From an optimization exercise on the open Yosys and OpenROAD flow, aimed at small area; shortcuts taken in it are not production practice. RTL that was checked went through simulation tests only; none was proved equivalent to the original. No functional check of the RTL was part of run 2. In every run shown here, the design's own scripts or RTL, not TritonCTS, make the clock network. The clock port is modelled as an ideal driver, which makes a skipped or thinned clock tree look cheaper than it is; a real chip needs a root buffer or a tree. Power figures rest on the tool's default switching activity, not on a simulated workload.

==> flow/flow/abc_e3.script <==
&get -n
&st
&syn2
&dch
&nf -R 1000 -p -a -C 32 -F 8 -A 8
&put
amap
topo
dnsize -c
==> flow/flow/abc_d1.script <==
&get -n
&st
&syn2
&dch -f
&nf -R 1000 -p -a
&put
strash
dch -f
amap
topo
dnsize -c
==> flow/flow/abc_b7.script <==
strash
&get -n
&fraig -x
&put
scorr
dc2
dretime
strash
&get -n
&dch -f
&nf -R 1000 -p -a
&put
topo
dnsize -c
==> flow/flow/abc_c2.script <==
strash
dch -f
amap -m
topo
dnsize -c
==> flow/flow/abc_d7.script <==
&get -n
&st
&syn2
&dch
&nf -R 1000 -p
&put
amap
topo
dnsize -c
==> flow/flow/abc_d9.script <==
&get -n
&st
&dc2
&dch
&nf -R 1000 -p -a
&put
amap
topo
dnsize -c
==> flow/flow/cts.tcl <==
rename clock_tree_synthesis _ctsorig_clock_tree_synthesis
proc clock_tree_synthesis {args} {
  set block [ord::get_db_block]
  set dbu [$block getDefUnits]
  set regs {}
  foreach inst [$block getInsts] {
    if { [[$inst getMaster] isSequential] } {
      set bb [$inst getBBox]
      lappend regs [list [expr {([$bb xMin] + [$bb xMax]) / 2}] \
                         [expr {([$bb yMin] + [$bb yMax]) / 2}] [$inst getName]]
    }
  }
  set groups [list [lsort -integer -index 0 $regs]]
  # split the largest group in two, along its wider side, until there are enough
  while { [llength $groups] < $::env(CLOCK_GROUPS) } {
    set groups [lsort -command {apply {{a b} {expr {[llength $b] - [llength $a]}}}} $groups]
    set g [lindex $groups 0]
    set xs [lsort -integer [lmap r $g {lindex $r 0}]]
    set ys [lsort -integer [lmap r $g {lindex $r 1}]]
    set idx [expr {([lindex $xs end] - [lindex $xs 0]) >= ([lindex $ys end] - [lindex $ys 0]) ? 0 : 1}]
    set g [lsort -integer -index $idx $g]
    set h [expr {[llength $g] / 2}]
    set groups [lreplace $groups 0 0 [lrange $g 0 [expr {$h - 1}]] [lrange $g $h end]]
  }
  set i 0
  foreach g $groups {
    set sx 0; set sy 0; set pins {}
    foreach r $g {
      set sx [expr {$sx + [lindex $r 0]}]
      set sy [expr {$sy + [lindex $r 1]}]
      lappend pins [get_pins [lindex $r 2]/CLK]
    }
    set x [expr {double($sx) / [llength $g] / $dbu}]
    set y [expr {double($sy) / [llength $g] / $dbu}]
    puts "clock buffer $i at $x $y for [llength $g] registers"
    insert_buffer -buffer_cell $::env(CLOCK_BUF_CELL) -net clk -load_pins $pins \
      -location [list $x $y] -buffer_name clkbuf_$i -net_name clknet_$i
    incr i
  }
  if { [info exists ::env(CLOCK_ROOT_CELL)] && $::env(CLOCK_ROOT_CELL) ne "" } {
    # one root buffer, at the centre of the group buffers, drives them
    set sx 0; set sy 0; set pins {}
    foreach it [[$block findNet clk] getITerms] {
      set bb [[$it getInst] getBBox]
      set sx [expr {$sx + ([$bb xMin] + [$bb xMax]) / 2}]
      set sy [expr {$sy + ([$bb yMin] + [$bb yMax]) / 2}]
      lappend pins [get_pins [[$it getInst] getName]/[[$it getMTerm] getName]]
    }
    set x [expr {double($sx) / [llength $pins] / $dbu}]
    set y [expr {double($sy) / [llength $pins] / $dbu}]
    puts "clock root buffer at $x $y"
    insert_buffer -buffer_cell $::env(CLOCK_ROOT_CELL) -net clk -load_pins $pins \
      -location [list $x $y] -buffer_name clkbuf_root -net_name clknet_root
  }
  set_propagated_clock [all_clocks]
}
==> flow/flow/abc_e1.script <==
strash
ifraig
dc2
dch -f
amap
topo
dnsize -c
==> flow/flow/abc_d5.script <==
strash
dc2
dch
amap
topo
dnsize -c
==> flow/flow/abc_c5.script <==
strash
dc2
dch
amap
topo
dnsize -c
==> flow/flow/abc_c8.script <==
&get -n
&st
&syn2
&dch
&nf -R 1000 -p -a
&put
strash
dch
amap
topo
dnsize -c
==> flow/flow/abc_d2.script <==
&get -n
&st
&syn2
&dch
&nf -R 1000 -p -a
&put
strash
dch
amap -m
topo
dnsize -c
==> flow/standard.sh <==
#!/bin/bash
# synth_recipe.tcl (not shown) runs the flow's synth.tcl, then flattens the netlist and writes it again
# the make line also repeats each setting of config.mk as NAME=value (left out here)
make -C /OpenROAD-flow-scripts/flow DESIGN_CONFIG=/design/flow/config.mk WORK_HOME=/design/flow/orfs CLKGATE_MAP_FILE= SYNTH_SCRIPT=/design/flow/synth_recipe.tcl "${@:-finish}"
==> flow/flow/abc_d6.script <==
strash
&get -n
&fraig -x
&put
scorr
dc2
strash
&get -n
&dch -f
&nf -R 1000 -p -a
&put
strash
dch
amap
topo
dnsize -c
==> flow/flow/synth.tcl <==
# synth_recipe.tcl (the standard synthesis) with one change: the ABC pass that
# maps the logic is run with each area-oriented script in ABC_SCRIPTS (and
# the standard one), and the smallest result is kept. Registers are mapped
# before ABC, so they are the standard synthesis's.
proc synth {args} { yosys synth -nofsm -noshare {*}$args }

proc mapped_area {} {
  global lib_args
  set s [tee -q -s result.string stat {*}$lib_args]
  set area {}
  foreach line [split $s "\n"] {
    if { [regexp {Chip area for (top )?module '[^']*': ([0-9.]+)} $line -> _ a] } { set area $a }
  }
  return $area
}

proc best_abc {abc_args} {
  design -save pre_abc
  set best {}
  set best_area {}
  foreach script [concat [list [lindex $abc_args 1]] $::env(ABC_SCRIPTS)] {
    design -load pre_abc
    abc {*}[lreplace $abc_args 1 1 $script]
    opt_clean -purge
    set area [mapped_area]
    puts "ABC script $script: area $area"
    if { $area ne {} && ($best_area eq {} || $area < $best_area) } {
      set best $script
      set best_area $area
    }
  }
  puts "ABC script chosen: $best (area $best_area)"
  design -load pre_abc
  log_cmd abc {*}[lreplace $abc_args 1 1 $best]
}

set f [open $::env(SCRIPTS_DIR)/synth.tcl]; set s [read $f]; close $f
set n [regsub {log_cmd abc \{\*\}\$abc_args} $s {best_abc $abc_args} s]
if { $n != 1 } { error "abc call not found in synth.tcl" }
uplevel #0 $s
# left out here: clear keep_hierarchy, flatten, clean up, hide names made inside functions, write 1_2_yosys.v
==> flow/flow/abc_b8.script <==
&get -n
&st
&syn2
&dch
&nf -R 1000 -p -a
&put
amap
topo
dnsize -c
==> flow/constraint.sdc <==
create_clock -name core_clock -period 10.0 [get_ports {clk}]
set_input_delay 2.0000 -clock core_clock [delete_from_list [all_inputs] [get_ports {clk}]]
set_output_delay 2.0000 -clock core_clock [all_outputs]
set_load 0.01 [all_outputs]
==> flow/config.mk <==
export PLATFORM = sky130hd
export DESIGN_NAME = top
export DESIGN_NICKNAME = top
export VERILOG_FILES = /design/flow/design.v
export SDC_FILE = /design/flow/constraint.sdc
export NUM_CORES = 4
export LEC_CHECK = 0
export CAP_MARGIN = 20
export CORE_MARGIN = 2
export CORE_UTILIZATION = 40
export SLEW_MARGIN = 20
==> flow/flow/abc_d8.script <==
strash
dch
amap
strash
dch
amap
topo
dnsize -c
==> flow/flow/abc_d4.script <==
&get -n
&st
&synch2
&dch
&nf -R 1000 -p -a
&put
strash
dch
amap
topo
dnsize -c
==> flow/flow/abc_a3.script <==
&get -n
&st
&syn2
&dch
&nf -R 1000 -p -a
&put
topo
dnsize -c
==> flow/flow/abc_d3.script <==
&get -n
&st
&syn3
&dch
&nf -R 1000 -p -a
&put
strash
dch
amap
topo
dnsize -c
==> flow/design.v <==
module readinput(
    input clk, rst,
    input [15:0] SW,
    output reg [3:0] car_nb,
    output wire [15:0] sel,
    output reg enter, exit
    );
    reg [15:0] presentn;   
    wire [15:0] present = ~presentn;
    reg diffr, diff2;
    reg [3:0] code;
    wire [15:0] d = SW ^ present;
    wire [3:0] hi = {|(d & 16'hff00), |(d & 16'hf0f0), |(d & 16'hcccc), |(d & 16'haaaa)};
    wire [3:0] lo = {|(d & 16'h00ff), |(d & 16'h0f0f), |(d & 16'h3333), |(d & 16'h5555)};
    wire multi = |(hi & lo);
    assign sel = 16'd1 << car_nb;
    wire b = |(sel & present);
    always @(posedge clk) begin
        code <= multi ? 4'd0 : hi;
        if (diffr) car_nb <= code;
        if (!rst) begin
            presentn <= 16'hffff;
            diffr <= 1'b0;
            diff2 <= 1'b0;
            enter <= 1'b0;
            exit <= 1'b0;
        end else begin
            presentn <= ~SW;
            diffr <= hi[0] | lo[0];
            diff2 <= diffr;
            enter <= diff2 & b;
            exit <= diff2 & ~b;
        end
    end
endmodule
module parking_controller(
    input clk, rst, enter, we, v, leave, pw_correct, pwdone,
    input [15:0] sel,
    output wire full,
    output reg [15:0] LED,
    output reg [1:0] segstate
    );
    assign full = &LED;
    integer i;
    always @(posedge clk)
        for (i = 0; i < 16; i = i + 1)
            if (~rst | (we & sel[i])) LED[i] <= v & rst;
    always @(posedge clk) begin
        if (!rst) begin
            segstate <= 2'b01;
        end else begin
            if (full & ~leave) segstate <= 2'b00;
            else if (enter | leave) segstate <= 2'b01;
            else if (pwdone) segstate <= pw_correct ? 2'b10 : 2'b11;
        end
    end
endmodule
module pwread(
    input BTNL, BTNR, BTNU, BTND, BTNC,
    output wire pw_entered,
    output wire [2:0] TriLED2
    );
    assign pw_entered = BTNL | BTNR | BTNU | BTND | BTNC;
    assign TriLED2 = {2'b00, pw_entered};
endmodule
module pwcheck(
    input clk, rst, exit, enter, full,
    input BTNL, BTNR, BTNU, BTND, BTNC,
    output wire we, v, leave, pwstart, pwdone, pw_correct
    );
    reg x, err, h;
    reg [1:0] k;
    wire e = BTNL | BTNR | BTNU | BTND | BTNC;
    wire nl = ~BTNL, nr = nl & ~BTNR, nu = nr & ~BTNU;
    reg match;
    always @(*) begin
        case (k)
            2'd0: match = BTNL;
            2'd1: match = nl & BTNR;
            2'd2: match = nr & BTNU;
            default: match = nu & ~BTND & BTNC;
        endcase
    end
    wire last = h & (k == 2'd3);
    wire idle = err & ~h & (k == 2'd0);
    assign we = x & ~err;
    assign v = h;
    assign leave = x & ~err & ~h;
    assign pwstart = rst & ~x;
    assign pwdone = pwstart & last;
    assign pw_correct = pwdone & ~err;
    always @(posedge clk) begin
        if (!rst) begin
            x <= 1'b1; err <= 1'b1; h <= 1'b0; k <= 2'd0;
        end else if (x) begin
            x <= ~(err & ~exit & enter & ~full);
            err <= ~(err & exit);
            h <= 1'b0;
            k <= 2'd0;
        end else if (last) begin
            x <= 1'b1;
            h <= ~err;
            k <= 2'd0;
        end else begin
            h <= e & (h | ~idle);
            if (h & ~e) k <= k + 2'd1;
            if (idle) err <= ~e;
            else if (~h) err <= err | (e & ~match);
        end
    end
endmodule
module sevensegment(
    input clk, rst,
    input [1:0] segstate,
    output wire [7:0] digit,
    output reg [6:0] seg
    );
    localparam [13:0] SEEDQ = 14'd13582, TERMQ = 14'd1045, TMASK = 14'b10101010111111;
    reg [13:0] q;
    reg t;
    reg [2:0] idx;
    wire tc = ((q ^ TERMQ) & TMASK) == 14'd0;
    always @(posedge clk) begin
        if (!rst | tc) q <= SEEDQ;
        else q <= {~q[12:0], q[13] ^ q[12]};
        if (!rst) {idx, t} <= 4'b0001;
        else if (tc) {idx, t} <= {idx, t} + 4'd1;
    end
    assign digit = ~(8'd1 << idx);
    always @(*) begin
        case ({segstate, idx})
            5'b00_000: seg = 7'b1110001;
            5'b00_001: seg = 7'b1110001;
            5'b00_010: seg = 7'b1000001;
            5'b00_011: seg = 7'b0111000;
            5'b10_000: seg = 7'b1111010;
            5'b10_001: seg = 7'b0110000;
            5'b10_010: seg = 7'b1110000;
            5'b10_011: seg = 7'b1101010;
            5'b10_100: seg = 7'b0110000;
            5'b11_000: seg = 7'b1111010;
            5'b11_001: seg = 7'b1100010;
            5'b11_010: seg = 7'b1111010;
            5'b11_011: seg = 7'b1111010;
            5'b11_100: seg = 7'b0110000;
            default: seg = 7'b1111111;
        endcase
    end
endmodule
module top(
    clk, rst, BTNL, BTNR, BTNU, BTND, BTNC, SW,
    LED, TriLED1, TriLED2, seg, digit
    );
    input clk;
    input rst;
    input BTNL, BTNR, BTNU, BTND, BTNC;
    input [15:0] SW;
    output [15:0] LED;
    output [6:0] seg;
    output [7:0] digit;
    output [2:0] TriLED1, TriLED2;
    wire enter, exit, full, pw_correct, pwdone, pw_entered, pwstart, we, v, leave;
    wire [3:0] car_nb;
    wire [15:0] sel;
    wire [1:0] segstate;
    assign TriLED1 = {1'b0, pwstart, 1'b0};
    readinput RI(.clk(clk), .rst(rst), .SW(SW), .car_nb(car_nb), .sel(sel), .enter(enter), .exit(exit));
    pwcheck PWC(.clk(clk), .rst(rst), .exit(exit), .enter(enter), .full(full),
        .BTNL(BTNL), .BTNR(BTNR), .BTNU(BTNU), .BTND(BTND), .BTNC(BTNC),
        .we(we), .v(v), .leave(leave), .pwstart(pwstart), .pwdone(pwdone), .pw_correct(pw_correct));
    parking_controller PC(.clk(clk), .rst(rst), .enter(enter), .we(we), .v(v), .leave(leave),
        .pw_correct(pw_correct), .pwdone(pwdone), .sel(sel), .full(full), .LED(LED), .segstate(segstate));
    pwread PWR(.BTNL(BTNL), .BTNR(BTNR), .BTNU(BTNU), .BTND(BTND), .BTNC(BTNC),
        .pw_entered(pw_entered), .TriLED2(TriLED2));
    sevensegment SS(.clk(clk), .rst(rst), .segstate(segstate), .digit(digit), .seg(seg));
endmodule
==> flow/flow/run.sh <==
#!/bin/bash
# The standard layout (standard.sh) with:
#  - synthesis: the standard script, but the logic is mapped by the smallest
#    of several area-oriented ABC scripts (synth.tcl), and no half-adder cells
#  - port buffers: buf_1 instead of the default
#  - one tie cell drives all the constant outputs
#  - clock: the clock port drives a few clock buffers, each driving a group
#    of registers (cts.tcl)
set -euo pipefail
F=$PWD/flow
export ABC_SCRIPTS="$(ls $F/abc_*.script | tr '\n' ' ')"
export CLOCK_BUF_CELL=${CLOCK_BUF_CELL:-sky130_fd_sc_hd__clkbuf_8}
export CLOCK_GROUPS=${CLOCK_GROUPS:-4}
export CLOCK_ROOT_CELL=${CLOCK_ROOT_CELL:-}
bash standard.sh \
  "SYNTH_SCRIPT=$F/synth.tcl" \
  "ADDER_MAP_FILE=" \
  "BUFFER_PORTS_ARGS=-buffer_cell sky130_fd_sc_hd__buf_1" \
  "PRE_CTS_TCL=$F/cts.tcl" \
  "SKIP_REPAIR_TIE_FANOUT=1" \
  finish > standard.log 2>&1
==> flow/flow/abc_c3.script <==
&get -n
&st
&syn2
&dch
&put
amap
topo
dnsize -c
==> flow/flow/abc_c6.script <==
&get -n
&st
&syn2
&dch
&nf -R 1000 -p -a
&put
mfs
amap
topo
dnsize -c
==> flow/flow/abc_e2.script <==
strash
drw
drf
dch
amap
topo
dnsize -c
==> results.txt, run 1 <==
- The flow ran to the end and the layout has no timing, DRC or antenna violations.
- Number of antenna repair diodes: 0
* Critical path class: input port to primary output
- Nets: 387
- Relative slew margins: 47.1%
- For this configuration, the core starts out at a cell density of 41.2%.
- Yosys mapped a number of flops with a built-in enable equal to 20.
- Critical Path Start Type: input port
* Clock latency at the later pin of the worst-skew pair: 0.17 ns
* Area added between synthesis and finish: 11.6%
- Total detailed-routing wirelength: 5670 um
- The floorplan has 30 rows.
- Fraction of the yosys area taken by sequential cells: 56.8%
- The most used flip-flop cell after synthesis is sky130_fd_sc_hd__dfxtp_1.
* Post-CTS Repair Setup Buffers: 0
- Between clock sinks in the finished design, the worst skew comes to 0.0138 ns.
- In this run the number of cells on the critical path is 5.
- Proportion of synthesized flip-flops having asynchronous set or reset: 0%
- Reported max-cap violation count: 0
- After synthesis the netlist holds a flip-flop and latch count of 69.
* Worst path slowest cell: sky130_fd_sc_hd__clkinv_1
- Along the worst hold path, the cell count comes to 1.
- Pre-Repair DR Iteration Count: 4
- At the pin with the least slew margin, the transition time is 0.791 ns.
* Slowest stage delay, CP: 0.36 ns
- Global routing used 14.0% of the available tracks.
- In the final layout, flip-flops and latches occupy 0.00158 mm^2.
- Broken down by cell family, the worst path's largest delay share belongs to buffers and inverters.
- Required time at the endpoint of the critical path: 8.00 ns
- CTS Hold Buffers Added: 0
* Final Critical Period: 5.27 ns
* Critical-path maximum fanout: 40
- Via count of the first global-routing pass: 1938
- Per report_power, the combinational group accounts for 7.0% of the total.
- In this run the biggest area consumer among cell types represents 35.2% of the synthesized area.
* Register clock-pin slew on the reported worst setup and hold paths: 0.10 ns
- First-pass GRT wire length: 8990 um
- Maximum number of pins on one net before global-route repair: 41
* Switch Pwr: 96.1 uW
* DRT iter0 DRCs: 123
- Library cell appearing most often on the critical path: sky130_fd_sc_hd__buf_1
- STA puts the critical path data arrival time at 3.27 ns.
* Share of final-layout standard cells stronger than drive strength 1: 1.38%
- Synth Area per Inst: 9.04 um^2
- Number of I/O port buffers: 55
- Synth Instances: 308
* Internal Dissipation: 345 uW
- Mapped Nets: 331
- Cts repair resizes: 0
* Max Clock Freq: 190 MHz
* Placement Setup Slack: 4.72 ns
* I/O pin total: 60
- The biggest area contributor in the post-synthesis netlist is sky130_fd_sc_hd__dfxtp_1.
- Kind of end point of the critical path: primary output
- At the end of routability-driven placement, the weighted congestion stood at 0.856.
- Yosys warnings: 4
- Once layout is complete, the cells apart from fillers number 442.
- After layout, the design draws a total of 441 uW.
- In the routed layout, each cell is associated on average with a via count of 5.35.
- Summed over all cells, the static leakage comes to 0.00110 uW.
- Area of the mapped netlist: 0.00278 mm^2
- Final number of hold-violating endpoints: 0
* Power per unit of standard cell area: 142 mW/mm^2
- Number of fill cells in the layout: 688
* Post-route DRC violation count: 0
- Number of buffers and inverters on the critical path: 4
* Sequential group share of total power: 68.9%
- The min-delay analysis places its worst path in the category flip-flop to flip-flop.
- Once routing completed, OpenROAD measured the worst setup slack at 4.73 ns.
* Post-route clock period utilization: 52.7%
- Remaining number of nets flagged by the antenna check after routing: 0
- In the final routed layout, each cell accounts on average for 12.8 um.
- Sw frac: 21.8%
- Clk network pwr share: 24.1%
* Number of slew-limit violations in the final report: 0
- Area of the placeable core: 0.00676 mm^2
- Cell with the most instances after synthesis: sky130_fd_sc_hd__nand2_1
- The floorplan step defined a die boundary enclosing 0.00764 mm^2.
- The number of antenna violations at the first check in global routing came to 0.
- Setup violations remaining at the end of the flow were counted as 0.
* Ranking of synthesized cells by instance count: sky130_fd_sc_hd__nand2_1 (60), sky130_fd_sc_hd__dfxtp_1 (49), sky130_fd_sc_hd__nor2_1 (39), sky130_fd_sc_hd__o21ai_0 (37), sky130_fd_sc_hd__edfxtp_1 (20)
- Summed over all nets, the half-perimeter wirelength after detailed placement is 4270 um.
- The netlist uses 31 different library cells.
- The number of placed instances, taps included, is 438.
* Total grt overflow: 0
- Fin Setup TNS: 0 ns
* Die width: 87.4 um
- Worst-path cell chain: buf_1 > buf_4 > clkinv_1 > nor2_1 > buf_1
- Setup repair after global routing left no endpoint under its margin.
* Die Ht: 87.4 um
* R2R cell count: 6
* Max rail drop VDD: 0.0000665 V
- Via count of the routed design: 2365
- In the final layout, the multi-input gates occupy 0.00109 mm^2.
* Synth top area cells: sky130_fd_sc_hd__dfxtp_1 (35%), sky130_fd_sc_hd__edfxtp_1 (22%), sky130_fd_sc_hd__nand2_1 (8.1%)
[power by group through the flow]
stage / logic [uW] / clock network, uW / registers, uW
6_report: 30.8 / 106 / 304
5_1_grt: 35.3 / 120 / 305
2_1_floorplan: 17.9 / 0 / 310
3_3_place_gp: 30.0 / 0 / 310
4_1_cts: 30.8 / 109 / 304
3_5_place_dp: 30.7 / 0 / 310
[placed cells by master, fill, tap and decap left out]
cell and instances:
sky130_fd_sc_hd__nand2_1 60, sky130_fd_sc_hd__buf_1 55, sky130_fd_sc_hd__dfxtp_1 49, sky130_fd_sc_hd__nor2_1 39
sky130_fd_sc_hd__o21ai_0 37, sky130_fd_sc_hd__edfxtp_1 20, sky130_fd_sc_hd__clkinv_1 18, sky130_fd_sc_hd__nand3_1 10
sky130_fd_sc_hd__or4_1 10, sky130_fd_sc_hd__o22ai_1 8, sky130_fd_sc_hd__nor3_1 8, sky130_fd_sc_hd__nand4_1 6
sky130_fd_sc_hd__a31oi_1 5, sky130_fd_sc_hd__a221oi_1 4, sky130_fd_sc_hd__clkbuf_8 4, sky130_fd_sc_hd__o21a_1 3
sky130_fd_sc_hd__nor4_1 3, sky130_fd_sc_hd__o221a_1 3, sky130_fd_sc_hd__a21oi_1 3, sky130_fd_sc_hd__o221ai_1 2
sky130_fd_sc_hd__and3_1 2, sky130_fd_sc_hd__o2111ai_1 2, sky130_fd_sc_hd__o21bai_1 1, sky130_fd_sc_hd__or2_0 1
sky130_fd_sc_hd__a311oi_1 1, sky130_fd_sc_hd__or3_1 1, sky130_fd_sc_hd__or4b_1 1, sky130_fd_sc_hd__a211oi_1 1
sky130_fd_sc_hd__o32a_1 1, sky130_fd_sc_hd__o211a_1 1, sky130_fd_sc_hd__nor2b_1 1, sky130_fd_sc_hd__conb_1 1
sky130_fd_sc_hd__buf_4 1
[worst paths after layout]
check / start / to / slack [ns]
worst max-delay path: rst / TriLED1[1] / 4.73
worst min-delay path: SS.q[1] / SS.q[2] / 0.38
worst max register to register: RI.car_nb[2] / RI.exit / 8.04
worst min register to register: SS.q[1] / SS.q[2] / 0.38
[sequential cells by signal, indices dropped and copies added (netlist names), 2 cells and up]
signal       cells
PC.LED          16
RI.presentn     16
SS.q            14
RI.car_nb        4
RI.code          4
SS.idx           3
PC.segstate      2
PWC.k            2
[kinds of logic (layout without fill, tap and decap cells)]
group | after synthesis | after routing | synth area share (%)
buf+inv | 24 | 78 | 4.04
simple gates | 142 | 142 | 22.8
flops | 69 | 69 | 56.8
compound gates | 72 | 72 | 16.2
other cells | 1 | 1 | 0.135
[final cells by class, clock buffers not listed]
cell class | count | area share [%]
inverters | 18 | 2.17
multi-input cells | 215 | 35.1
well taps | 80 | 3.22
flip-flops and latches | 69 | 50.9
repair buffers | 56 | 6.88
[metal layers]
layer  vias up  share of wire [%]  global-route usage [%]
met3         4                4.8                    1.42
li1       1217                  -                       -
met1      1084                 49                    20.7
met5         -                  0                       0
met4         0               0.99                    1.40
met2        60                 45                    23.1
[worst register-to-register path, cell delays in order (launching register included)]
cell	delay, ns
sky130_fd_sc_hd__edfxtp_1	0.55
sky130_fd_sc_hd__clkinv_1	0.31
sky130_fd_sc_hd__nand3_1	0.24
sky130_fd_sc_hd__o21ai_0	0.10
sky130_fd_sc_hd__o32a_1	0.34
sky130_fd_sc_hd__a31oi_1	0.20
sky130_fd_sc_hd__and3_1	0.17
[per-stage QoR]
stage / cell area [um^2] / hold slack (ns) / util (%)
final: 3110 / 0.383 / 46.0
after floorplan: 2780 / 0.353 / -
after global placement: 3050 / 0.358 / 45.2
after CTS: 3110 / 0.386 / 46.0
after global routing: 3110 / 0.397 / 46.0
after detailed placement: 3050 / 0.363 / 45.2
==> run 2: changes to the inputs <==
--- a/flow/design.v
+++ b/flow/design.v
@@ -4,9 +4,11 @@
     output reg [3:0] car_nb,
     output wire [15:0] sel,
-    output reg enter, exit
+    output wire enter, exit
     );
     reg [15:0] presentn;   
     wire [15:0] present = ~presentn;
-    reg diffr, diff2;
+    reg diffr, diff2, ev, bq;
+    assign enter = ev & bq;
+    assign exit = ev & ~bq;
     reg [3:0] code;
     wire [15:0] d = SW ^ present;
@@ -18,4 +20,5 @@
     always @(posedge clk) begin
         code <= multi ? 4'd0 : hi;
+        bq <= b;
         if (diffr) car_nb <= code;
         if (!rst) begin
@@ -23,12 +26,10 @@
             diffr <= 1'b0;
             diff2 <= 1'b0;
-            enter <= 1'b0;
-            exit <= 1'b0;
+            ev <= 1'b0;
         end else begin
             presentn <= ~SW;
             diffr <= hi[0] | lo[0];
             diff2 <= diffr;
-            enter <= diff2 & b;
-            exit <= diff2 & ~b;
+            ev <= diff2;
         end
     end
==> run 2 against run 1 <==
  * Clock skew shrank 0.0040 ns
  * Combinational power grew 5%
  * Fmax grew 1.5%
  * Critical path depth is the same
  * Wire length grew 1.9%
  * Worst hold slack gained 0.0040 ns
  * Cell count grew 6.1%
  * Largest power group unchanged
  * Still clean on timing, DRC and antenna
==> results.txt, run 2 <==
* Outcome: no timing/DRC/antenna violations
- The congestion estimate from routability-driven global placement came to 0.920.
* Total detailed-routing wirelength: 5780 um
- In this run, synthesis inferred 20 flip-flops with an integrated enable.
- Proportion of synthesized flip-flops having asynchronous set or reset: 0%
* Area of the mapped netlist: 0.00282 mm^2
* Pre-Repair DR Iteration Count: 6
- The floorplan step defined a die boundary enclosing 0.00774 mm^2.
* Power per unit of standard cell area: 139 mW/mm^2
- Critical Path Start Type: input port
- 0 antenna diodes ended up in the layout.
- Static leakage: 0.00109 uW
* Post-route clock period utilization: 51.9%
- Along the worst path, the maximum fanout reaches 40.
- Averaged over all synthesized cells, the footprint is 8.84 um^2.
- The worst pin sits at a relative slew slack of 43.6%.
- Total setup violations reported at the end of the flow: 0
- In the layout the commonest cells are sky130_fd_sc_hd__buf_1 (55), sky130_fd_sc_hd__dfxtp_1 (49), sky130_fd_sc_hd__nand2_1 (49).
* Data arrival time of the critical path: 3.19 ns
- Post-CTS Repair Setup Buffers: 0
- Summed over all layers, the global routing overflow is 0.
* Most instantiated flip-flop cell in the synthesis netlist: sky130_fd_sc_hd__dfxtp_1
- In the final layout, the registers with the most flip-flops are PC.LED (16), RI.presentn (16), SS.q (14).
* Kind of end point of the critical path: primary output
* Number of I/O port buffers: 55
- The startpoint identified for the worst hold timing path is SS.q[10].
- From synthesis to final layout, the design area changed by 12.2%.
* Site row count: 30
- The design draws 439 uW.
* Minimum hold slack: 0.387 ns
* Yosys warnings: 4
- End of the worst hold path: SS.q[11]
- Critical path class: input port to primary output
* Library cell with the largest summed area after synthesis: sky130_fd_sc_hd__dfxtp_1
- Of the total power, registers draw 69.2%.
- Flop-to-flop setup slack: 8.04 ns
- The internal portion of the total power is 346 uW.
* Sw frac: 21.2%
- Counting instances, the worst hold path has a depth of 1.
* Post-Layout Cell Count: 469
- The first global-routing pass estimated 9200 um of wire.
- Fin Setup TNS: 0 ns
- Global router's overall resource usage: 14.3%
- For this design, the CTS-stage hold fixing added 0 buffers.
- Setup repair after global routing left no endpoint under its margin.
* Die Ht: 88.0 um
* Via count of the routed design: 2389
- Leading cell type in the layout, fill and taps excluded: sky130_fd_sc_hd__buf_1
- Measured along the x axis, the die boundary spans 88.0 um.
- The number of pins exceeding their max-slew limit in the final report came to 0.
* I/O pin total: 60
- Ranking of synthesized cells by instance count: sky130_fd_sc_hd__dfxtp_1 (49), sky130_fd_sc_hd__nand2_1 (49), sky130_fd_sc_hd__nor2_1 (47), sky130_fd_sc_hd__o21ai_0 (37), sky130_fd_sc_hd__edfxtp_1 (20)
- Clock latency at the later pin of the worst-skew pair: 0.16 ns
- Fraction of synthesized cell area taken by the top area cell type: 34.8%
- In the routed layout, each cell is associated on average with a via count of 5.09.
- For the finished layout, the period the worst path requires is 5.19 ns.
- Required time at the endpoint of the critical path: 8.00 ns
* Switch Pwr: 93.2 uW
- Maximum number of pins on one net before global-route repair: 41
- VDD sags by at most 0.0000793 V.
* Detail Placement HPWL: 4400 um
* Area of the placeable core: 0.00679 mm^2
- After clock tree synthesis, the clock-pin slew on the worst setup and hold paths is 0.10 ns.
- Total of flip-flops plus latches after synthesis: 69
* Capturing point of the worst reg2reg path: RI.code[1]
- The cell that appears most often on the critical path is sky130_fd_sc_hd__buf_1.
- After detailed routing, the number of remaining DRC violations is 0.
- Worst-path cell chain: buf_1 > buf_4 > clkinv_1 > nor2_1 > buf_1
- Final number of hold-violating endpoints: 0
- Synthesis instantiated 36 different standard cells from the library.
* Mapped Nets: 342
- The worst register-to-register path has a depth of 8.
* Clock skew: 0.00974 ns
- Dividing the detail-routed wire length by the instance count gives 12.3 um.
* Tightest Hold Check Type: flip-flop to flip-flop
- Counting every instance in the synthesized netlist gives 319.
- The number of antenna violations at the first check in global routing came to 0.
- The first routing iteration left 143 violations.
- In this design, the stage delay of the slowest critical-path cell is 0.34 ns.
- Nets: 398
* Worst path slowest cell: sky130_fd_sc_hd__buf_4
* Remaining number of nets flagged by the antenna check after routing: 0
- Max-cap violations in this run came to 0.
- Based on the critical path, the design can be clocked at up to 193 MHz.
* Gate power share: 7.4%
- Clk network pwr share: 23.4%
* Via count of the first global-routing pass: 2080
- Starting density of the core: 41.5%
- Once the clock tree was built, the resizer swapped 0 gates to a different size.
- Share of final-layout standard cells stronger than drive strength 1: 1.34%
- In this run the critical register-to-register path is launched from RI.presentn[3].
* Synth top area cells: sky130_fd_sc_hd__dfxtp_1 (35%), sky130_fd_sc_hd__edfxtp_1 (21%), sky130_fd_sc_hd__o21ai_0 (6.6%)
* Worst-Margin Slew: 0.843 ns
* Fraction of the yosys area taken by sequential cells: 56.1%
* Post-route core utilization: 46.6%
* Cells after DPL: 465
## run 2: through the flow
| step | cell area (um^2) | setup slack, ns |
|---|---|---|
| 5_1_grt | 3160 | 4.67 |
| 3_5_place_dp | 3110 | 4.80 |
| 6_report | 3160 | 4.81 |
| 4_1_cts | 3160 | 4.79 |
| 3_3_place_gp | 3110 | 4.86 |
| 2_1_floorplan | 2820 | 5.03 |
## run 2: logic make-up after synthesis
group	Yosys count	synth area share [%]
other	1	0.133
AND/OR/NAND/NOR	156	25.4
flip-flops	69	56.1
AO/OA/AOI/OAI	68	14.2
buffers and inverters	25	4.13
## run 2: worst max-delay path: cells and delay by family
family / cells / cell delay [ns]
buffers and inverters: 4 / 0.90
AND/OR/NAND/NOR: 1 / 0.28
## run 2: area by class of cell, clock buffers not listed
type / instances / area (um^2)
Multi-Input combinational cell: 225 / 1120
Tap cell: 96 / 120
Inverter: 19 / 71.3
Fill cell: 680 / 3630
Sequential cell: 69 / 1580
Timing Repair Buffer: 56 / 214
## run 2: routing by layer
metal  wire length, um  vias up  global-route usage (%)
met2              2650       51                    24.1
met3               293        4                    1.98
met4                56        0                    1.82
li1                  -     1240                       -
met1              2780     1094                    20.2
met5                 0        -                       0
## run 2: power by group through the flow
stage | Combinational (uW) | Sequential (uW) | Clock [uW]
detailed placement | 32.2 | 310 | 0
CTS | 32.4 | 304 | 108
global placement | 31.6 | 310 | 0
floorplan | 19.4 | 310 | 0
finish | 32.4 | 304 | 103
global route | 36.8 | 306 | 117
## run 2: how the worst max path moves through the flow
stage	start	end	slack [ns]	cells after the start
global placement	rst	TriLED1[1]	4.86	5
floorplan	BTNU	TriLED2[0]	5.03	4
CTS	rst	TriLED1[1]	4.79	5
global route	rst	TriLED1[1]	4.67	5
finish	rst	TriLED1[1]	4.81	5
detailed placement	rst	TriLED1[1]	4.80	5
==> run 3: changes to the inputs <==
--- a/flow/design.v
+++ b/flow/design.v
@@ -4,11 +4,9 @@
     output reg [3:0] car_nb,
     output wire [15:0] sel,
-    output wire enter, exit
+    output reg enter, exit
     );
     reg [15:0] presentn;   
     wire [15:0] present = ~presentn;
-    reg diffr, diff2, ev, bq;
-    assign enter = ev & bq;
-    assign exit = ev & ~bq;
+    reg diffr, diff2;
     reg [3:0] code;
     wire [15:0] d = SW ^ present;
@@ -20,5 +18,4 @@
     always @(posedge clk) begin
         code <= multi ? 4'd0 : hi;
-        bq <= b;
         if (diffr) car_nb <= code;
         if (!rst) begin
@@ -26,10 +23,12 @@
             diffr <= 1'b0;
             diff2 <= 1'b0;
-            ev <= 1'b0;
+            enter <= 1'b0;
+            exit <= 1'b0;
         end else begin
             presentn <= ~SW;
             diffr <= hi[0] | lo[0];
             diff2 <= diffr;
-            ev <= diff2;
+            enter <= diff2 & b;
+            exit <= diff2 & ~b;
         end
     end
==> flow/flow/abc_m1.script (new file) <==
&get -n
&st
&deepsyn -T 10
&put
strash
dch
amap
topo
dnsize -c
==> flow/flow/abc_m2.script (new file) <==
&get -n
&st
&deepsyn -T 10 -S 1
&put
strash
dch
amap
topo
dnsize -c
==> flow/flow/abc_m3.script (new file) <==
&get -n
&st
&deepsyn -T 10 -S 3
&put
strash
dch -f
amap
topo
dnsize -c
==> flow/flow/abc_m4.script (new file) <==
&get -n
&st
&deepsyn -T 10
&dch
&nf -R 1000 -p -a
&put
amap
topo
dnsize -c
==> flow/flow/abc_m5.script (new file) <==
&get -n
&st
&deepsyn -T 10 -S 5
&put
strash
dch
amap
topo
dnsize -c
==> flow/flow/abc_m6.script (new file) <==
&get -n
&st
&syn2
&deepsyn -T 10 -S 7
&put
strash
dch
amap
topo
dnsize -c
==> run 3 against run 2 <==
  * Via count fell by 5.6%
  * Setup slack got worse by 0.098 ns
  * Worst hold slack got worse by 0.0027 ns
  * Flip-flop and latch count did not move
  * Global-route usage fell by 0.22 points
  * Clock skew rose by 0.0012 ns
  * Design area fell by 3.3%
  * Synthesized cell count fell by 3.8%
  * Clock power barely moved
  * Largest power group unchanged
  * Highest routed layer unchanged
==> results.txt, run 3 <==
* Unrepaired setup endpoints after global routing: no
- The Yosys step of the flow raised 4 warnings.
- The number of antenna violations at the first check in global routing came to 0.
* Number of vias per cell: 5.12
- The critical path in this run is classified as input port to primary output.
- Crit path setup slack, layout: 4.71 ns
- Total grt overflow: 0
- Die area: 0.00752 mm^2
* I/O pin total: 60
- CTS Hold Buffers Added: 0
- Area added between synthesis and finish: 11.8%
* Area of the mapped netlist: 0.00274 mm^2
- Routed length per instance: 12.2 um
* Total of flip-flops plus latches after synthesis: 69
* R2R cell count: 4
- The synthesized netlist contains 31 unique library cells.
- Relative slew margins: 41.4%
* Mapped Nets: 330
- The synthesized design contains 20 enable-type register cells.
- Proportion of synthesized flip-flops having asynchronous set or reset: 0%
* Max rail drop VDD: 0.0000674 V
- Top Registers: PC.LED (16), RI.presentn (16), SS.q (14)
- The via count of the first global-routing pass was 2003.
* Fraction of the yosys area taken by sequential cells: 57.8%
* Number of slew-limit violations in the final report: 0
- Minimum hold slack: 0.384 ns
- Critical-path maximum fanout: 38
* Number of fill cells in the layout: 676
- OpenSTA, run right after detailed placement, puts the worst setup slack at 4.73 ns.
* Synth Instances: 307
- The final route contains 2256 vias.
* Number of antenna repair diodes: 0
- Site row count: 30
- Most instantiated flip-flop cell in the synthesis netlist: sky130_fd_sc_hd__dfxtp_1
* Final Critical Period: 5.29 ns
- Yosys attributes the largest share of cell area to sky130_fd_sc_hd__dfxtp_1 (36%), sky130_fd_sc_hd__edfxtp_1 (22%), sky130_fd_sc_hd__nand2_1 (7.4%).
- The worst register-to-register path begins at PWC.h.
- Global routing consumed, over all layers together, 14.1% of the routing resources.
* Post-route DRC violation count: 0
- In this run the most critical hold path is launched from SS.q[1].
- Clock latency at the later pin of the worst-skew pair: 0.16 ns
- Leading cell type in the layout, fill and taps excluded: sky130_fd_sc_hd__buf_1
- The worst setup path is launched from an input port.
* Static leakage: 0.00108 uW
- First-pass GRT wire length: 8920 um
* Reported max-cap violation count: 0
- Ranking of synthesized cells by instance count: sky130_fd_sc_hd__nand2_1 (54), sky130_fd_sc_hd__nor2_1 (50), sky130_fd_sc_hd__dfxtp_1 (49), sky130_fd_sc_hd__o21ai_0 (36)
- Area of placed instances: 0.00300 mm^2
* Required time at the endpoint of the critical path: 8.00 ns
- Data on the critical path arrives at its endpoint at 3.29 ns.
* Number of I/O port buffers: 55
- DRT iter0 DRCs: 68
* Synth Area per Inst: 8.91 um^2
- Post-route clock period utilization: 52.9%
- GP Congestion: 0.880
- Entering global routing, the biggest net connects 39 pins.
- Cell with the most instances after synthesis: sky130_fd_sc_hd__nand2_1
- Total detailed-routing wirelength: 5390 um
- The initial utilization of the core area, before any placement, comes to 40.7%.
- The hold violation count in the final report was 0.
- In this run the standard cell core region covers 0.00672 mm^2.
- The finished cells cover 0.00306 mm^2.
- The share of synthesized area in the top cell type comes to 35.9%.
- Tracing the worst setup path back leads to its startpoint at rst.
- Share of final-layout standard cells stronger than drive strength 1: 1.39%
- The pre-antenna-repair detailed-routing pass consisted of 4 iterations.
- Total setup violations reported at the end of the flow: 0
* Library cell with the largest summed area after synthesis: sky130_fd_sc_hd__dfxtp_1
- The library cells used most frequently in the layout, excluding fill and tap cells, are sky130_fd_sc_hd__buf_1 (55), sky130_fd_sc_hd__nand2_1 (54), sky130_fd_sc_hd__nor2_1 (50).
- Tightest Hold Check Type: flip-flop to flip-flop
- In this run the power density over the cells is 143 mW/mm^2.
- Cells fill 45.5% of the core in the end.
- Setup total negative slack on the finished layout was measured at 0 ns.
- Remaining number of nets flagged by the antenna check after routing: 0
* Outcome: no timing/DRC/antenna violations
- Post-CTS Repair Setup Buffers: 0
- The number of gates resized after CTS was 0.
- The die is 86.7 um tall.
- Based on the critical path, the design can be clocked at up to 189 MHz.
- Kind of end point of the critical path: primary output
* Die width: 86.7 um
- Clock skew: 0.0109 ns
* WHS Path Cells: 1
- At the pin with the least slew margin, the transition time is 0.876 ns.
- Detail Placement HPWL: 4170 um
- After the last flow step, the layout net total stands at 386.
- Register clock-pin slew on the reported worst setup and hold paths: 0.10 ns
-- run 3: cell types whose count changed after synthesis, sizes merged, moves of 2 or more --
cell,before,now
nand3,14,11
or3,5,0
nor3,11,8
nor2,47,50
nand2,49,54
or2,7,1
or4,2,9
nor4,8,6
a21oi,8,4
-- run 3: power breakdown --
group / switching [uW] / leakage, uW / internal, uW
registers: 6.22 / 0.000612 / 297
logic: 19.8 / 0.000441 / 10.6
clock network: 68.1 / 0.0000288 / 37.2
-- run 3: per-stage QoR --
| step | total power [uW] | std cells |
|---|---|---|
| final | 439 | 441 |
| after global routing | 457 | 441 |
| after CTS | 443 | 441 |
| after floorplan | 327 | 307 |
| after global placement | 339 | 437 |
| after detailed placement | 340 | 437 |
-- run 3: final cells by class, clock buffers not listed --
cell class	instances	area [um^2]	area share (%)
Sequential cell	69	1580	51.7
Multi-Input combinational cell	212	1030	33.8
Timing Repair Buffer	56	214	6.99
Tap cell	80	100	3.27
Inverter	20	75.1	2.45
-- run 3: worst paths after layout --
kind	end	slack, ns
max	TriLED1[1]	4.71
min reg2reg	SS.q[2]	0.38
max reg2reg	PC.segstate[1]	8.13
min	SS.q[2]	0.38
-- run 3: cells by family (layout without fill, tap and decap cells) --
| group | Yosys count | count (layout) | synth area share (%) |
|---|---|---|---|
| and+or+nand+nor | 151 | 151 | 24.8 |
| buffers and inverters | 26 | 80 | 4.39 |
| AOI/OAI and AO/OA | 60 | 60 | 12.8 |
| other | 1 | 1 | 0.137 |
| DFF | 69 | 69 | 57.8 |
-- run 3: per-layer routing --
layer	wire length [um]	vias to the layer above	GRT usage (%)
met3	232	5	1.24
met2	2540	59	25.1
met4	60	0	1.70
met1	2560	1011	19.2
met5	0	-	0
li1	-	1181	-
-- run 3: worst max-delay path, stage by stage --
cell and delay (ns):
sky130_fd_sc_hd__buf_1 0.07, sky130_fd_sc_hd__buf_4 0.32, sky130_fd_sc_hd__clkinv_1 0.36, sky130_fd_sc_hd__nor2_1 0.34, sky130_fd_sc_hd__buf_1 0.18
==> run 4: changes to the inputs <==
--- a/flow/design.v
+++ b/flow/design.v
@@ -43,11 +43,11 @@
     assign full = &LED;
     integer i;
-    always @(posedge clk)
-        for (i = 0; i < 16; i = i + 1)
-            if (~rst | (we & sel[i])) LED[i] <= v & rst;
     always @(posedge clk) begin
         if (!rst) begin
+            LED <= 16'd0;
             segstate <= 2'b01;
         end else begin
+            for (i = 0; i < 16; i = i + 1)
+                if (we & sel[i]) LED[i] <= v;
             if (full & ~leave) segstate <= 2'b00;
             else if (enter | leave) segstate <= 2'b01;
==> run 4 against run 3 <==
  * Clock skew down 0.0028 ns
  * Wire length up 11%
  * Sequential share of layout area down 5.0 points
  * Fmax down 10%
  * Worst hold slack better by 0.00075 ns
  * Sequential power down 4%
  * Utilization about the same
  * Critical path depth down 1
  * Combinational power down 4%
  * Cell count up 7.0%
  * First-iteration DRC count down 5.9%
==> results.txt, run 4 <==
- Outcome: no timing/DRC/antenna violations
- Via count of the first global-routing pass: 2205
* Cts repair resizes: 0
- In this run the critical register-to-register path is launched from SS.q[7].
- The first detailed-routing pass ran for 4 iterations.
- The worst register-to-register path has a setup slack of 8.08 ns.
- Fraction of the yosys area taken by sequential cells: 52.1%
- Die Ht: 86.6 um
- Along the worst path, the maximum fanout reaches 22.
- STA puts the critical path data arrival time at 3.90 ns.
- Switch Pwr: 93.2 uW
- Internal power comes to 331 uW.
- Critical Path Start Type: input port
- Cells after DPL: 468
* Number of enable-type register cells in the synthesized netlist: 4
* Number of antenna repair diodes: 0
- Clock skew: 0.00809 ns
- Required time at the endpoint of the critical path: 8.00 ns
- Synth Area per Inst: 8.04 um^2
- Total grt overflow: 0
* Leading cell type in the layout, fill and taps excluded: sky130_fd_sc_hd__dfxtp_1
- Clk network pwr share: 24.9%
- In the post-synthesis netlist, the cell with the most instances is sky130_fd_sc_hd__dfxtp_1.
- The number of nets handed over by synthesis was 362.
- Fin Setup TNS: 0 ns
* Number of slew-limit violations in the final report: 0
- The die covers 0.00749 mm^2.
- Total of flip-flops plus latches after synthesis: 69
- For this run, design rule violations remaining after detail routing come to 0.
- Fraction of synthesized cell area taken by the top area cell type: 47.7%
- Post-route clock period utilization: 59.0%
- Setup violations remaining at the end of the flow were counted as 0.
- DRT iter0 DRCs: 64
* Sw frac: 21.9%
- Remaining number of nets flagged by the antenna check after routing: 0
- The min-delay analysis places its worst path in the category flip-flop to flip-flop.
- Global router's overall resource usage: 16.0%
- Total power for the finished layout comes to 425 uW.
- For the pin with the worst max-slew slack, the measured transition is 0.908 ns.
- Input and output buffers added on the ports amount to 55.
* Reported max-cap violation count: 0
- Initial antenna violation count: 0
- Post-CTS timing repair inserted 0 buffers for setup.
* Die width: 86.6 um
- Capturing point of the worst reg2reg path: SS.idx[2]
- For this design the ratio of total power to cell area is 140 mW/mm^2.
* Relative slew margins: 39.5%
- Compared with the post-synthesis result, the final layout area differs by 11.6%.
- Worst setup endpoint: TriLED1[1]
* R2R cell count: 6
* Routed length per instance: 12.6 um
- The commonest cells after synthesis are sky130_fd_sc_hd__dfxtp_1 (65), sky130_fd_sc_hd__nor2_1 (56), sky130_fd_sc_hd__nand2_1 (54), sky130_fd_sc_hd__o21ai_0 (51), sky130_fd_sc_hd__clkinv_1 (30).
- Synthesis handed over a netlist of 339 instances.
* Static leakage: 0.00107 uW
* Area of the mapped netlist: 0.00273 mm^2
- The post-route netlist has 1.02% of its cells at a drive strength greater than 1.
* Final Critical Period: 5.90 ns
* Detail Placement HPWL: 4630 um
- For this run, the post-layout net count is 417.
* Max Clock Freq: 169 MHz
* Worst Hold Launch: SS.q[1]
- The critical path starts at rst.
- Once the floorplan was initialized, standard cells occupied 40.8% of the core.
* Register clock-pin slew on the reported worst setup and hold paths: 0.10 ns
- Library cell with the largest summed area after synthesis: sky130_fd_sc_hd__dfxtp_1
- For this run, the number of Yosys warnings is 4.
* Final number of hold-violating endpoints: 0
- Entering global routing, the biggest net connects 23 pins.
- WHS Path Cells: 1
- CTS Hold Buffers Added: 0
- Via count of the routed design: 2434
* Max rail drop VDD: 0.0000989 V
- Number of library cell types mapped by synthesis: 34
- Sequential group share of total power: 68.2%
- Wires add up to 5970 um.
* Number of vias per cell: 5.16
* GP Congestion: 0.823
* Most frequent cells in the layout: sky130_fd_sc_hd__dfxtp_1 (65), sky130_fd_sc_hd__nor2_1 (56), sky130_fd_sc_hd__buf_1 (55)
* Unrepaired setup endpoints after global routing: no
* Critical path class: input port to primary output
* I/O pin total: 60
- Gate power share: 6.9%
- For this run, the leading register cell type out of synthesis is sky130_fd_sc_hd__dfxtp_1.
- Top Registers: PC.LED (16), RI.presentn (16), SS.q (14)
* Site row count: 30
- In this run the standard cell core region covers 0.00668 mm^2.
- The worst setup path is captured at a primary output.
* Proportion of synthesized flip-flops having asynchronous set or reset: 0%
* Synth top area cells: sky130_fd_sc_hd__dfxtp_1 (48%), sky130_fd_sc_hd__o21ai_0 (9.4%), sky130_fd_sc_hd__nor2_1 (7.7%)
- First-pass GRT wire length: 10100 um
- The clock reaches the later pin of the worst-skew pair after 0.16 ns.
- Post-Layout Cell Count: 472
run 4: changes by cell type in the layout (fill, tap and decap cells not counted), moves of 5 or more:
cell | previous run | this run
sky130_fd_sc_hd__clkinv_1 | 20 | 30
sky130_fd_sc_hd__a21oi_1 | 4 | 10
sky130_fd_sc_hd__or4_1 | 9 | 2
sky130_fd_sc_hd__edfxtp_1 | 20 | 4
sky130_fd_sc_hd__dfxtp_1 | 49 | 65
sky130_fd_sc_hd__o21ai_0 | 36 | 51
sky130_fd_sc_hd__o22ai_1 | 6 | 1
sky130_fd_sc_hd__nor2_1 | 50 | 56
run 4: kinds of logic (layout without fill, tap and decap cells):
logic type / after synthesis / in the layout / share of synthesized area, %
AOI/OAI and AO/OA: 85 / 85 / 18.5
buffers and inverters: 36 / 89 / 5.78
DFF: 69 / 69 / 52.1
other: 1 / 1 / 0.138
and+or+nand+nor: 148 / 148 / 23.5
run 4: layout make-up, clock buffers not listed:
cell class / instances / area (um^2)
timing repair buffer: 55 / 206
sequential: 69 / 1420
inverter: 30 / 113
fill: 722 / 3640
tap: 80 / 100
multi-input combinational: 234 / 1150
run 4: power groups by stage:
stage | registers [uW] | logic, uW | clock network (uW)
2_1_floorplan | 294 | 19.4 | 0
3_3_place_gp | 296 | 28.7 | 0
3_5_place_dp | 296 | 29.3 | 0
4_1_cts | 290 | 29.4 | 110
6_report | 290 | 29.2 | 106
5_1_grt | 291 | 34.2 | 119
run 4: worst min path at each step:
stage	endpoint	slack, ns
global placement	SS.q[2]	0.36
global route	SS.q[7]	0.40
floorplan	SS.q[2]	0.35
finish	SS.q[2]	0.39
CTS	SS.q[2]	0.39
detailed placement	SS.q[2]	0.36
run 4: per-stage QoR:
stage	cell area, um^2	hold slack [ns]	utilization, %	worst slack [ns]
floorplan	2730	0.353	-	5.10
global placement	2990	0.360	44.7	4.12
detailed placement	2990	0.363	44.7	4.09
CTS	3040	0.388	45.5	4.08
global route	3040	0.404	45.5	3.77
finish	3040	0.385	45.5	4.10
run 4: worst max-delay path, stage by stage:
cell and delay, ns:
sky130_fd_sc_hd__buf_1 0.66, sky130_fd_sc_hd__clkinv_1 0.68, sky130_fd_sc_hd__nor2_1 0.36, sky130_fd_sc_hd__buf_1 0.20
run 4: metal layers:
metal	track usage, %	vias to the layer above	wire (um)
met5	0	-	0
met4	1.85	0	83
met3	0.952	5	248
met2	27.8	53	2740
met1	22.8	1098	2890
li1	-	1278	-
==> run 5: changes to the inputs <==
==> flow/flow/abc_m1.script (replaced) <==
&get -n
&st
&deepsyn -T 30
&put
strash
dch
amap
topo
dnsize -c
==> flow/flow/abc_m2.script (replaced) <==
&get -n
&st
&deepsyn -T 30 -S 1
&put
strash
dch
amap
topo
dnsize -c
==> flow/flow/abc_m3.script (replaced) <==
&get -n
&st
&deepsyn -T 30 -S 3
&put
strash
dch -f
amap
topo
dnsize -c
==> flow/flow/abc_m4.script (replaced) <==
&get -n
&st
&deepsyn -T 30
&dch
&nf -R 1000 -p -a
&put
amap
topo
dnsize -c
==> flow/flow/abc_m5.script (replaced) <==
&get -n
&st
&deepsyn -T 30 -S 5
&put
strash
dch
amap
topo
dnsize -c
==> flow/flow/abc_m6.script (replaced) <==
&get -n
&st
&syn2
&deepsyn -T 30 -S 7
&put
strash
dch
amap
topo
dnsize -c
==> run 5 against run 4 <==
  * Still clean on timing, DRC and antenna
  * Worst hold slack improved by 0.0017 ns
  * Via count decreased by 0.29%
  * Flip-flop and latch count unchanged
  * Largest cell class unchanged
  * Largest power group unchanged
==> results.txt, run 5 <==
* Outcome: no timing/DRC/antenna violations
- Site row count: 30
- Data arrival time of the critical path: 3.23 ns
- For this run, asynchronously set or reset flops after synthesis account for 0%.
- Kind of end point of the critical path: primary output
* Die area: 0.00752 mm^2
- Library cell with the largest summed area after synthesis: sky130_fd_sc_hd__dfxtp_1
* Clock skew: 0.00981 ns
* Pre-Repair DR Iteration Count: 4
- Detail Placement HPWL: 4610 um
- Most instantiated flip-flop cell in the synthesis netlist: sky130_fd_sc_hd__dfxtp_1
- Hold repair after CTS inserted 0 buffers.
* Total power: 426 uW
- In this run the power spent charging and discharging nets is 93.2 uW.
- Initial antenna violation count: 0
* Number of antenna repair diodes: 0
- The library cells used most frequently in the layout, excluding fill and tap cells, are sky130_fd_sc_hd__dfxtp_1 (65), sky130_fd_sc_hd__buf_1 (55), sky130_fd_sc_hd__nor2_1 (53), sky130_fd_sc_hd__o21ai_0 (53), sky130_fd_sc_hd__nand2_1 (47).
- First-pass GRT wire length: 10200 um
- Entering global routing, the biggest net connects 25 pins.
- Post-CTS repair changed the size of 0 cells.
* Worst-Margin Slew: 0.606 ns
* Required time at the endpoint of the critical path: 8.00 ns
- Global router's overall resource usage: 15.9%
- GP Congestion: 0.828
- Synth top area cells: sky130_fd_sc_hd__dfxtp_1 (48%), sky130_fd_sc_hd__o21ai_0 (9.7%), sky130_fd_sc_hd__nor2_1 (7.3%)
- Measured in cells, the most critical reg-to-reg path has a length of 6.
* Top Registers: PC.LED (16), RI.presentn (16), SS.q (14)
* Clk network pwr share: 24.6%
- The share of the Yosys chip area taken by registers is 51.9%.
- Post-route core utilization: 45.6%
* Unrepaired setup endpoints after global routing: no
* Total grt overflow: 0
- Startpoint of the most critical register-to-register path: SS.q[7]
- Post-CTS timing repair inserted 0 buffers for setup.
- The top cell type by area accounts for 47.5% of the synthesized area.
- In this run the power density over the cells is 139 mW/mm^2.
* Post-route clock period utilization: 52.3%
- Max Clock Freq: 191 MHz
* Mapped Nets: 360
- In this run the most critical hold path is launched from SS.q[8].
* Gate power share: 7.3%
- Synth Instances: 337
* Critical path class: input port to primary output
- In this run switching power makes up 21.9% of total power.
- Critical Path Start Type: input port
- Across the VDD grid, the largest voltage drop is 0.0000667 V.
- Area of the placeable core: 0.00672 mm^2
* Via count of the first global-routing pass: 2270
- The filler cells instantiated in the layout total 690.
- Number of vias per cell: 5.15
- The synthesized netlist contains 39 unique library cells.
- Total detailed-routing wirelength: 5890 um
* DRT iter0 DRCs: 116
- Share of final-layout standard cells stronger than drive strength 1: 1.28%
* Clock latency at the later pin of the worst-skew pair: 0.16 ns
* Sequential group share of total power: 68.1%
* Capturing point of the worst reg2reg path: SS.idx[2]
- Synthesis inferred 69 register bits.
- Area of the mapped netlist: 0.00274 mm^2
- Leading cell type in the layout, fill and taps excluded: sky130_fd_sc_hd__dfxtp_1
- Post-route DRC violation count: 0
- Once the floorplan was initialized, standard cells occupied 40.7% of the core.
- Max-cap violations in this run came to 0.
- In the synthesized netlist, the cells that appear most often are sky130_fd_sc_hd__dfxtp_1 (65), sky130_fd_sc_hd__nor2_1 (53), sky130_fd_sc_hd__o21ai_0 (53), sky130_fd_sc_hd__nand2_1 (47), sky130_fd_sc_hd__clkinv_1 (28).
* Relative slew margins: 59.2%
- Yosys warnings: 4
- Area added between synthesis and finish: 11.8%
* Cells after DPL: 467
- Die Ht: 86.7 um
* Static leakage: 0.00107 uW
- Summed over all failing endpoints, the final setup total negative slack is 0 ns.
* I/O pin total: 60
- Total setup violations reported at the end of the flow: 0
* Minimum hold slack: 0.387 ns
* Number of I/O port buffers: 55
- The number of pins exceeding their max-slew limit in the final report was 0.
- Number of enable-type register cells in the synthesized netlist: 4
- Final Critical Period: 5.23 ns
- Register clock-pin slew on the reported worst setup and hold paths: 0.10 ns
- Internal Dissipation: 333 uW
* Synth Area per Inst: 8.12 um^2
- Die width: 86.7 um
- Final number of hold-violating endpoints: 0
* Tightest Hold Check Type: flip-flop to flip-flop
* Routed length per instance: 12.5 um
* Via count of the routed design: 2427
- WHS Path Cells: 1
- Setup slack on the worst reg-to-reg path comes out at 8.07 ns.
- Post-Layout Cell Count: 471
- Nets: 416
- Cell with the most instances after synthesis: sky130_fd_sc_hd__dfxtp_1
- The worst hold path terminates at SS.q[9].
* Remaining number of nets flagged by the antenna check after routing: 0
* Critical-path maximum fanout: 24
## run 5: cell count changes after synthesis, moves of 2 or more
cell | before | now
sky130_fd_sc_hd__clkinv_1 | 30 | 28
sky130_fd_sc_hd__o21ai_0 | 51 | 53
sky130_fd_sc_hd__or2_0 | 2 | 6
sky130_fd_sc_hd__a21o_1 | 0 | 2
sky130_fd_sc_hd__a21oi_1 | 10 | 13
sky130_fd_sc_hd__nand2_1 | 54 | 47
sky130_fd_sc_hd__nand3_1 | 7 | 5
sky130_fd_sc_hd__a2111oi_0 | 5 | 1
sky130_fd_sc_hd__or3_1 | 1 | 5
sky130_fd_sc_hd__nor2_1 | 56 | 53
sky130_fd_sc_hd__nor3_1 | 7 | 4
## run 5: worst max path at each step
stage | startpoint | end | slack, ns
floorplan | BTNR | TriLED2[0] | 5.19
global placement | rst | TriLED1[1] | 4.79
detailed placement | rst | TriLED1[1] | 4.74
CTS | rst | TriLED1[1] | 4.74
global route | rst | TriLED1[1] | 4.57
finish | rst | TriLED1[1] | 4.77
## run 5: metrics by stage
stage	area, um^2	setup slack, ns
after floorplan	2740	5.19
after global placement	3010	4.79
after detailed placement	3010	4.74
after CTS	3060	4.74
after global routing	3060	4.57
final	3060	4.77
## run 5: logic make-up after synthesis
| family | share of synthesized area, % |
|---|---|
| compound gates | 19.2 |
| buf+inv | 5.48 |
| other cells | 0.137 |
| flops | 51.9 |
| simple gates | 23.3 |
## run 5: area by class of cell, clock buffers not listed
type	count	area [um^2]	share of cell area, %
sequential	69	1420	46.4
multi-input combinational	234	1170	38.1
timing repair buffer	56	214	6.99
inverter	28	105	3.43
tap	80	100	3.27
## run 5: metal layers
| layer | part of all wire [%] | global-route usage (%) | up-vias | routed length, um |
|---|---|---|---|---|
| met5 | 0 | 0 | - | 0 |
| met4 | 1.2 | 1.99 | 0 | 73 |
| met3 | 3.4 | 1.43 | 7 | 200 |
| met2 | 46 | 26.6 | 43 | 2680 |
| met1 | 50 | 23.1 | 1106 | 2930 |
| li1 | - | - | 1271 | - |
## run 5: power groups by stage
| stage | Clock (uW) | Combinational, uW | Sequential (uW) |
|---|---|---|---|
| 4_1_cts | 108 | 31.3 | 290 |
| 3_3_place_gp | 0 | 30.5 | 297 |
| 3_5_place_dp | 0 | 31.2 | 297 |
| 5_1_grt | 122 | 36.2 | 291 |
| 6_report | 105 | 31.2 | 290 |
| 2_1_floorplan | 0 | 20.2 | 295 |
## run 5: worst max-delay path, stage by stage
cell                       delay (ns)
sky130_fd_sc_hd__buf_1           0.07
sky130_fd_sc_hd__buf_4           0.25
sky130_fd_sc_hd__clkinv_1        0.41
sky130_fd_sc_hd__nor2_1          0.32
sky130_fd_sc_hd__buf_1           0.18
==> run 6: changes to the inputs <==
--- a/flow/design.v
+++ b/flow/design.v
@@ -43,11 +43,11 @@
     assign full = &LED;
     integer i;
+    always @(posedge clk)
+        for (i = 0; i < 16; i = i + 1)
+            if (~rst | (we & sel[i])) LED[i] <= v & rst;
     always @(posedge clk) begin
         if (!rst) begin
-            LED <= 16'd0;
             segstate <= 2'b01;
         end else begin
-            for (i = 0; i < 16; i = i + 1)
-                if (we & sel[i]) LED[i] <= v;
             if (full & ~leave) segstate <= 2'b00;
             else if (enter | leave) segstate <= 2'b01;
==> flow/flow/abc_ja_100_0.script (new file) <==
&get -n
&st
&deepsyn -J 100 -S 0
&put
strash
dch
amap
topo
dnsize -c
==> flow/flow/abc_ja_20_0.script (new file) <==
&get -n
&st
&deepsyn -J 20 -S 0
&put
strash
dch
amap
topo
dnsize -c
==> flow/flow/abc_jn_100_5.script (new file) <==
&get -n
&st
&deepsyn -J 100 -S 5
&dch
&nf -R 1000 -p -a
&put
amap
topo
dnsize -c
==> flow/flow/abc_jn_20_0.script (new file) <==
&get -n
&st
&deepsyn -J 20 -S 0
&dch
&nf -R 1000 -p -a
&put
amap
topo
dnsize -c
==> flow/flow/abc_jn_20_1.script (new file) <==
&get -n
&st
&deepsyn -J 20 -S 1
&dch
&nf -R 1000 -p -a
&put
amap
topo
dnsize -c
==> flow/flow/abc_jn_20_5.script (new file) <==
&get -n
&st
&deepsyn -J 20 -S 5
&dch
&nf -R 1000 -p -a
&put
amap
topo
dnsize -c
removed: flow/flow/abc_m1.script
removed: flow/flow/abc_m2.script
removed: flow/flow/abc_m3.script
removed: flow/flow/abc_m4.script
removed: flow/flow/abc_m5.script
removed: flow/flow/abc_m6.script
==> run 6 against run 5 <==
  * Largest power group unchanged
  * Largest cell class unchanged
  * Still clean
  * Power rose by 3.4%
  * Via count fell by 7.1%
  * Clock skew rose by 0.00085 ns
  * Global-route usage fell by 1.8 points
  * Utilization rose by 0.093 points
  * Synthesized cell count fell by 8.9%
==> results.txt, run 6 <==
* Slowest stage delay, CP: 0.34 ns
- The worst path uses 52.0% of the clock period.
* I/O pin total: 60
* Tightest Hold Check Type: flip-flop to flip-flop
- Across the run, the number of max-cap violations was 0.
- Yosys mapped a number of flops with a built-in enable equal to 20.
* Remaining number of nets flagged by the antenna check after routing: 0
* Worst Hold Launch: SS.q[1]
- Leading cell type in the layout, fill and taps excluded: sky130_fd_sc_hd__buf_1
- The slowest stage of the critical path belongs to the cell sky130_fd_sc_hd__clkinv_1.
* Clock latency at the later pin of the worst-skew pair: 0.16 ns
- Cell with the most instances after synthesis: sky130_fd_sc_hd__nand2_1
* Die Ht: 86.8 um
- Counting both buffers and inverters, the worst setup path holds a total of 4.
* Routed length per instance: 12.3 um
* Critical Path Start Type: input port
- In the final layout, the share of cells above drive strength 1 is 1.39%.
- The routed design could run at a clock period as short as 5.20 ns.
* Site row count: 30
- At the pin with the least slew margin, the transition time is 0.775 ns.
- From synthesis to final layout, the design area changed by 11.8%.
- The critical path is of the input port to primary output type.
- A synthesized cell averages 8.94 um^2.
* Mapped Nets: 330
* Post-Layout Cell Count: 441
- Detail Placement HPWL: 4200 um
- Synth top area cells: sky130_fd_sc_hd__dfxtp_1 (36%), sky130_fd_sc_hd__edfxtp_1 (22%), sky130_fd_sc_hd__nand2_1 (6.8%)
- Crit path from: rst
- Area of the placeable core: 0.00672 mm^2
* Post-route core utilization: 45.7%
- Initial antenna violation count: 0
- Cts repair resizes: 0
- Setup repair after global routing left no endpoint under its margin.
* Nets: 386
- In this run the worst path has a maximum fanout of 39.
- GP Congestion: 0.868
- Yosys warnings: 4
- Relative slew margins: 48.1%
- STA classifies the critical path endpoint as a primary output.
- Final number of hold-violating endpoints: 0
- Register clock-pin slew on the reported worst setup and hold paths: 0.10 ns
- Across the VDD grid, the largest voltage drop is 0.0000604 V.
- Most instantiated flip-flop cell in the synthesis netlist: sky130_fd_sc_hd__dfxtp_1
* Ranking of synthesized cells by instance count: sky130_fd_sc_hd__nand2_1 (50), sky130_fd_sc_hd__dfxtp_1 (49), sky130_fd_sc_hd__nor2_1 (36), sky130_fd_sc_hd__o21ai_0 (36), sky130_fd_sc_hd__clkinv_1 (25)
- In the final timing run, aggregate negative setup slack is 0 ns.
- Library cell with the largest summed area after synthesis: sky130_fd_sc_hd__dfxtp_1
* Via count of the routed design: 2254
- Post-CTS Repair Setup Buffers: 0
- In the global route stage, overall resource usage came out at 14.2%.
* Worst-path cell chain: buf_1 > buf_4 > clkinv_1 > nor2_1 > buf_1
- Summed over its instances, the top area cell type makes up 35.8% of the synthesized netlist area.
- Post-route DRC violation count: 0
- Number of I/O port buffers: 55
- First-pass GRT wire length: 8940 um
- The first detailed-routing pass ran for 4 iterations.
* Maximum number of pins on one net before global-route repair: 40
- After synthesis the netlist holds a flip-flop and latch count of 69.
- Number of vias per cell: 5.11
- Top Registers: PC.LED (16), RI.presentn (16), SS.q (14)
* Startpoint of the most critical register-to-register path: RI.presentn[15]
* Total detailed-routing wirelength: 5400 um
* DRT iter0 DRCs: 129
- Number of slew-limit violations in the final report: 0
- Number of library cell types mapped by synthesis: 30
- In this run the horizontal extent of the chip is 86.8 um.
- Synth Instances: 307
* Clock skew: 0.0107 ns
- The share of the Yosys chip area taken by registers is 57.6%.
* Proportion of synthesized flip-flops having asynchronous set or reset: 0%
- Most frequent cells in the layout: sky130_fd_sc_hd__buf_1 (55), sky130_fd_sc_hd__nand2_1 (50), sky130_fd_sc_hd__dfxtp_1 (49)
* CTS Hold Buffers Added: 0
- The cell area that synthesis handed to floorplanning was 0.00274 mm^2.
* Data arrival time of the critical path: 3.20 ns
* Total setup violations reported at the end of the flow: 0
- Power per unit of standard cell area: 143 mW/mm^2
* Total grt overflow: 0
- Max Clock Freq: 192 MHz
- Static leakage: 0.00105 uW
* Starting density of the core: 40.8%
- Outcome: no timing/DRC/antenna violations
- In this design, the largest share of critical-path delay is due to buffers and inverters.
- Die area: 0.00754 mm^2
* Via count of the first global-routing pass: 1999
* Number of fill cells in the layout: 662
* Library cell appearing most often on the critical path: sky130_fd_sc_hd__buf_1
- The number of antenna diodes in the final layout is 0.
* Cells after DPL: 437
- Required time at the endpoint of the critical path: 8.00 ns
run 6: path summary, 6_finish.rpt:
check,depth (start not counted),slack (ns),end
setup / recovery,5,4.80,TriLED1[1]
hold / removal,1,0.39,SS.q[2]
setup reg to reg,8,8.10,RI.code[3]
hold reg to reg,1,0.39,SS.q[2]
run 6: through the flow:
stage | power [uW] | area, um^2 | setup slack (ns) | hold slack (ns)
2_1_floorplan | 328 | 2740 | 5.04 | 0.353
3_3_place_gp | 340 | 3010 | 4.83 | 0.363
3_5_place_dp | 341 | 3010 | 4.79 | 0.363
4_1_cts | 442 | 3070 | 4.79 | 0.390
5_1_grt | 459 | 3070 | 4.66 | 0.403
6_report | 440 | 3070 | 4.80 | 0.388
run 6: power breakdown:
group          internal [uW]  total, uW  switching, uW
registers                297        303           6.33
clock network           37.2        106           68.5
logic                   10.6       31.2           20.6
run 6: cell families after synthesis:
family | after synthesis | share of synthesized area, %
compound gates | 67 | 14.0
other cells | 1 | 0.137
buf+inv | 31 | 5.06
simple gates | 139 | 23.2
flops | 69 | 57.6
run 6: area by class of cell, clock buffers not listed:
type                            instances  area (um^2)  share of cell area, %
Sequential cell                        69         1580                   51.5
Timing Repair Buffer                   56          214                   6.97
Multi-Input combinational cell        207         1020                   33.4
Tap cell                               80          100                   3.26
Inverter                               25         93.8                   3.06
run 6: per-layer routing:
| metal | GRT usage, % | part of all wire (%) |
|---|---|---|
| met1 | 20.0 | 48 |
| met5 | 0 | 0 |
| met2 | 24.4 | 47 |
| met4 | 1.70 | 0.85 |
| met3 | 1.24 | 3.7 |

-- what the ideal ports hide --
In the flow no input, the clock included, has a driving cell. The finished layouts below were timed again as built, in two steps.
Step 1, drivers: a clkbuf_16 drives clk and a buf_2 each remaining input, both assumed.
Step 2, shift: input delay + t, output delay - t, t = (earliest + latest rising clock arrival at the registers) / 2. This alone moves slack from input paths to output paths.
a / b / c = ideal ports / drivers / drivers and shift; a / b = the first two.
run	t (ns)	setup slack, ns	clock arrival spread, ns	worst data-port slew with drivers (ns)
run 1	0.220	4.730 / 4.708 / 4.708	0.014 / 0.014	0.03
run 2	0.214	4.810 / 4.785 / 4.785	0.010 / 0.010	0.03
run 3	0.213	4.711 / 4.689 / 4.689	0.011 / 0.011	0.03
run 4	0.217	4.098 / 4.069 / 4.069	0.009 / 0.009	0.03
run 5	0.218	4.768 / 4.747 / 4.747	0.011 / 0.010	0.03
run 6	0.220	4.798 / 4.777 / 4.777	0.011 / 0.012	0.03
After both steps setup and hold are still met in every run listed. The setup slack of run 4, which loses most, moves by -0.029 ns with the drivers and by -0.029 ns with both steps.
